Background: an optimization exercise with open tools, aiming at small area, a short achievable clock period and few clock cycles. Do not read the settings as production practice. Function was checked by simulation only, so behaviour that the tests miss may differ from the original. Power figures rest on the tool's default switching activity, not on a simulated workload.

--- flow/design.v ---
module alu #(
    parameter INT_W  = 4,
    parameter FRAC_W = 6,
    parameter INST_W = 4,
    parameter DATA_W = INT_W + FRAC_W
)(
    input                     i_clk,
    input                     i_rst_n,
    input                     i_valid,
    input signed [DATA_W-1:0] i_data_a,
    input signed [DATA_W-1:0] i_data_b,
    input        [INST_W-1:0] i_inst,
    output                    o_valid,
    output       [DATA_W-1:0] o_data
);
reg              o_valid_r;
reg signed [9:0] o_data_r;
wire signed [9:0] a = i_data_a;
wire signed [9:0] b = i_data_b;
wire              is_sub = i_inst[0];
wire signed [10:0] addsub = {a[9], a} + (is_sub ? ~{b[9], b} : {b[9], b}) + is_sub;
wire        [9:0] addsub_sat = (addsub[10] != addsub[9]) ? {addsub[10], {9{~addsub[10]}}} : addsub[9:0];
wire              is_mac = i_inst[0];
wire signed [19:0] prod = a * b;
wire signed [19:0] macsum = prod + {{4{o_data_r[9] & is_mac}}, o_data_r & {10{is_mac}}, 6'b100000};
wire signed [13:0] rnd = macsum[19:6];
wire        [9:0] mul_sat = (rnd > 14'sd511) ? 10'h1ff : (rnd < -14'sd512) ? 10'h200 : rnd[9:0];
wire signed [9:0] half = (a + 10'sd1) >>> 1;
reg         [9:0] tanh;
always @(*) begin
    if (a <= -10'sd96)      tanh = -10'sd64;
    else if (a <= -10'sd32) tanh = half - 10'sd16;
    else if (a <= 10'sd32)  tanh = a;
    else if (a <= 10'sd96)  tanh = half + 10'sd16;
    else                    tanh = 10'sd64;
end
reg [3:0] clz, ctz;
integer k;
always @(*) begin
    clz = 4'd10;
    for (k = 0; k < 10; k = k + 1) if (a[k]) clz = 9 - k;
    ctz = 4'd10;
    for (k = 9; k >= 0; k = k - 1) if (a[k]) ctz = k;
end
wire [3:0] cpop = a[0] + a[1] + a[2] + a[3] + a[4] + a[5] + a[6] + a[7] + a[8] + a[9];
wire [19:0] rol2 = {a, a} << b[3:0];
wire [9:0]  rol  = rol2[19:10];
reg [9:0] result;
always @(*) begin
    case (i_inst)
        4'd0, 4'd1: result = addsub_sat;
        4'd2, 4'd3: result = mul_sat;
        4'd4:       result = tanh;
        4'd5:       result = a | ~b;
        4'd6:       result = {6'd0, clz};
        4'd7:       result = {6'd0, ctz};
        4'd8:       result = {6'd0, cpop};
        default:    result = rol;
    endcase
end
always @(posedge i_clk or negedge i_rst_n) begin
    if (!i_rst_n) begin
        o_valid_r <= 1'b0;
        o_data_r  <= 10'd0;
    end else begin
        o_valid_r <= i_valid;
        if (i_valid) o_data_r <= result;
    end
end
assign o_valid = o_valid_r;
assign o_data  = o_data_r;
endmodule
--- flow/run.sh ---
#!/bin/bash
# synth_recipe.tcl (not shown) runs the flow's synth.tcl, then flattens the netlist and writes it again
# the make line also repeats each setting of config.mk as NAME=value (left out here)
make -C /OpenROAD-flow-scripts/flow DESIGN_CONFIG=/design/flow/config.mk WORK_HOME=/design/flow/orfs CLKGATE_MAP_FILE= SYNTH_SCRIPT=/design/flow/synth_recipe.tcl finish
--- flow/config.mk ---
export PLATFORM = sky130hd
export DESIGN_NAME = alu
export DESIGN_NICKNAME = alu
export VERILOG_FILES = /design/flow/design.v
export SDC_FILE = /design/flow/constraint.sdc
export NUM_CORES = 4
export LEC_CHECK = 0
export CAP_MARGIN = 20
export CORE_MARGIN = 2
export CORE_UTILIZATION = 40
export SLEW_MARGIN = 20
--- flow/constraint.sdc ---
create_clock -name core_clock -period 9.0 [get_ports {i_clk}]
set_input_delay 1.8000 -clock core_clock [delete_from_list [all_inputs] [get_ports {i_clk}]]
set_output_delay 1.8000 -clock core_clock [all_outputs]
set_load 0.01 [all_outputs]
==> run summary <==
## final timing paths
kind | end | slack, ps | start | cells past startpoint
setup / recovery | o_data_r[7] | 770 | i_data_a[9] | 19
hold / removal | o_data_r[9] | 550 | o_data_r[9] | 1
setup reg to reg | o_data_r[7] | 3670 | o_data_r[3] | 18
hold reg to reg | o_data_r[9] | 550 | o_data_r[9] | 1
max in group asynchronous | o_data_r[5] | 6660 | i_rst_n | 1
min in group asynchronous | o_valid_r | 1930 | i_rst_n | 1
## Yosys cell counts, drive strengths merged, types with 5 or more instances
cell,instances,area [µm²]
xor2,17,149
nor2,58,218
nand4,6,50.0
a21o,6,45.0
mux2i,13,130
a2bb2oi,6,52.6
a211oi,14,128
nand2b,6,37.5
or2,7,43.8
nor3,12,65.1
ha,60,751
inv,176,661
nor2b,5,31.3
nor4,5,46.3
and2,41,259
o21a,6,46.3
mux4,5,113
buf,12,66.3
fa,109,2180
nand3,16,80.1
dfrtp,11,275
xnor2,26,228
nand2,81,304
a2111oi,8,76.3
clkbuf,35,131
a21oi,44,231
a31oi,11,68.8
o21ai,39,199
o211ai,5,51.3
## registers in the layout, indices dropped and copies added (netlist names)
| register | flops |
|---|---|
| o_data_r | 10 |
| o_valid_r | 1 |
## worst reg2reg max path, stage by stage (launching register included)
cell and delay [ps]:
dfrtp_1 430, and2_1 200, fa_1 500, inv_1 60, fa_1 490, inv_1 40, fa_1 470, inv_1 50
fa_1 530, inv_1 40, ha_1 340, and2_4 190, a221o_1 360, a22oi_1 300, a211oi_1 140, a211oi_2 340
nand4_2 200, a2111oi_2 440, nor3_2 90
## final cells by class
type                       instances  area, µm²  area share
clock buffer                       4       78.8     0.00978
inverter                         179        672      0.0833
multi-input combinational        673       6220       0.772
sequential                        11        275      0.0341
tap                              229        287      0.0355
timing repair buffer              58        528      0.0655
## report_power, final
part / switching [mW] / leakage (nW) / internal (mW)
Sequential: 0.0309 / 0.127 / 0.0730
Combinational: 1.85 / 3.58 / 1.27
Clock: 0.0253 / 0.0382 / 0.0598
## cell families after synthesis
kind of cell	count (synthesis)
muxes	21
and+or+nand+nor	258
DFF	11
xor gates and xnor gates	43
buffers and inverters	226
AOI/OAI and AO/OA	182
adders and majority gates	169
## metal layers
| layer | up-vias | wire (µm) |
|---|---|---|
| met5 | - | 0 |
| met4 | 0 | 383 |
| met3 | 28 | 1580 |
| met2 | 280 | 9810 |
| met1 | 3159 | 9470 |
| li1 | 3014 | - |
## per-stage QoR
| step | total power [mW] | utilization |
|---|---|---|
| final | 3.31 | 0.447 |
| after global routing | 3.71 | 0.447 |
| after CTS | 3.31 | 0.447 |
| after detailed placement | 3.20 | 0.443 |
| after global placement | 3.19 | 0.443 |
| after floorplan | 2.54 | - |
==> run summary <==
crit path max fanout=11; Fin. Hold Viols=0; Final Instance Count excl. Fillers=1,154; Synth cell types=83; CTS tree=built; Critical Path AT=8340 ps; wire per inst=18.4 µm; first-pass GRT wire length=34,100 µm; Top FF cell, synth=dfrtp_1; CTS clk-pin slew, worst paths=50 ps; CP delay by family, top=adder cells; fill count=1,851; Starting Density=0.409; VDD IR-drop max=0.000402 V; Critical Path Slowest Stage Cell=clkdlybuf4s50_1; fin crit share=0.914; Worst Skew=7.98 ps; Fmax=122 MHz; via count=6,481; busiest grt layer=met2; status=finished clean; Root Buffer=clkbuf_16; most frequent cells in the layout=174 x inv_1, 109 x fa_1, 81 x nand2_1; port buffer count=37; multiplexer share of the synthesized area=0.0386; yosys warns=1; hold buffers post-CTS=0; Routed Antenna Nets=0; Total Wirelength=21,200 µm; row cnt=49; DP HPWL=17,800 µm; largest net degree at the start of global routing=23; vias in the first global route=6,312; Worst setup EP type=flop; Worst-Margin Slew=828 ps; syn_area_per_cell=8.09 µm²; layout cell share with drive strength beyond 1=0.0714; area grow syn2layout=9.44%; placed cell area=7980 µm²; Die X-Extent=140 µm; M3 GR Usage=0.0251; CP bufs+invs=4; final setup fails=0; routability cong.=1.00; Critical Path Max Stage Delay=830 ps; startpoint types=input port; # IOs=38; setup bufs post-CTS=0; Final Worst Setup Slack=773 ps; Die Footprint=19,500 µm²; vias per std cell=5.62; relative max-transition margin=0.433; most common cell after layout, fill and taps aside=inv_1; initial antenna violation count=0; DRT iter0 DRCs=515; Synth Area in XOR/XNOR=0.0511; sequential share of the synthesized area=0.0374; Worst EP required=9110 ps; global route overflow=0; Yosys reg bits=11; unrepaired setup endpoints after global routing=no; Core Region=18,000 µm²; PwrDens=411 nW/µm²; post-synthesis compound-gate area fraction=0.180; worst-case clock buffer depth=2; worst setup path category=input port to flop; HP Class=flop to flop; mapped cell area=7370 µm²; Post-synth EDFFs=0; met1 Use GR=0.319; pre-CTS WS=553 ps; Fin Setup TNS=0 ps; H-tree levels=1; design area=8060 µm²; most frequent CP cell=fa_1; largest family of logic cells by synthesized area=adder cells; drc violations=0; Mapped Cells=910; post-synthesis adder-cell area fraction=0.398; share of synthesized registers carrying an async set or reset=1.00; post-route minimum period=8230 ps; dpl cells=1,150; cts bufs inserted=3; drt first pass iters=5; Max-Cap Viols=0; Nets=1,122; CP cell instances=clkdlybuf4s50_1 -> nand2_1 -> fa_1 -> fa_1 -> inv_1 -> fa_1 -> fa_1 -> inv_1 -> fa_1 -> inv_1 -> ha_1 -> nand2_1 -> nor3_1 -> nand4_1 -> a211o_1 -> a21oi_1 -> nor2b_1 -> a2111oi_2 -> nor3_2; Post-Synth Simple-Gate Area=0.177; P_leak=3.75 nW; clock latency on the worst-skew pair=240 ps; Net Count, Synth=1,106; Vert. Die Dim=140 µm; hold_ws=545 ps; Num Clock Sinks=11; Antenna Cells=0; total track usage=0.218; post-cts resize count=0; Max Slew Vio Count=0; M2 GR Usage=0.351
Testbench counts, summed over its fixed seeds: cycles 24,000.

[afterwards: timing with drivers on the ports]
No port has a modelled driver above. Below, the same layout with a new extraction and two added sets of constraints. Step 1 assumes that a clkbuf_16 drives the clock port and a buf_2 every other input. Step 2 also shifts input and output timing later by t, the mid clock arrival at the registers, as if the neighbouring blocks saw the same clock. Three values: ideal ports, drivers, drivers and shift; two values: the first two.
t, ns: 0.272
setup slack, ns: 0.773 / 0.783 / 0.511
worst setup path after step 2: input to register
worst slew at a driven data input, ns: 0.03
cell pins on the clock port's net: 1
After both steps setup and hold are still met in this run. For this run, drivers alone change the setup slack by +0.010 ns; drivers and shift together by -0.262 ns.
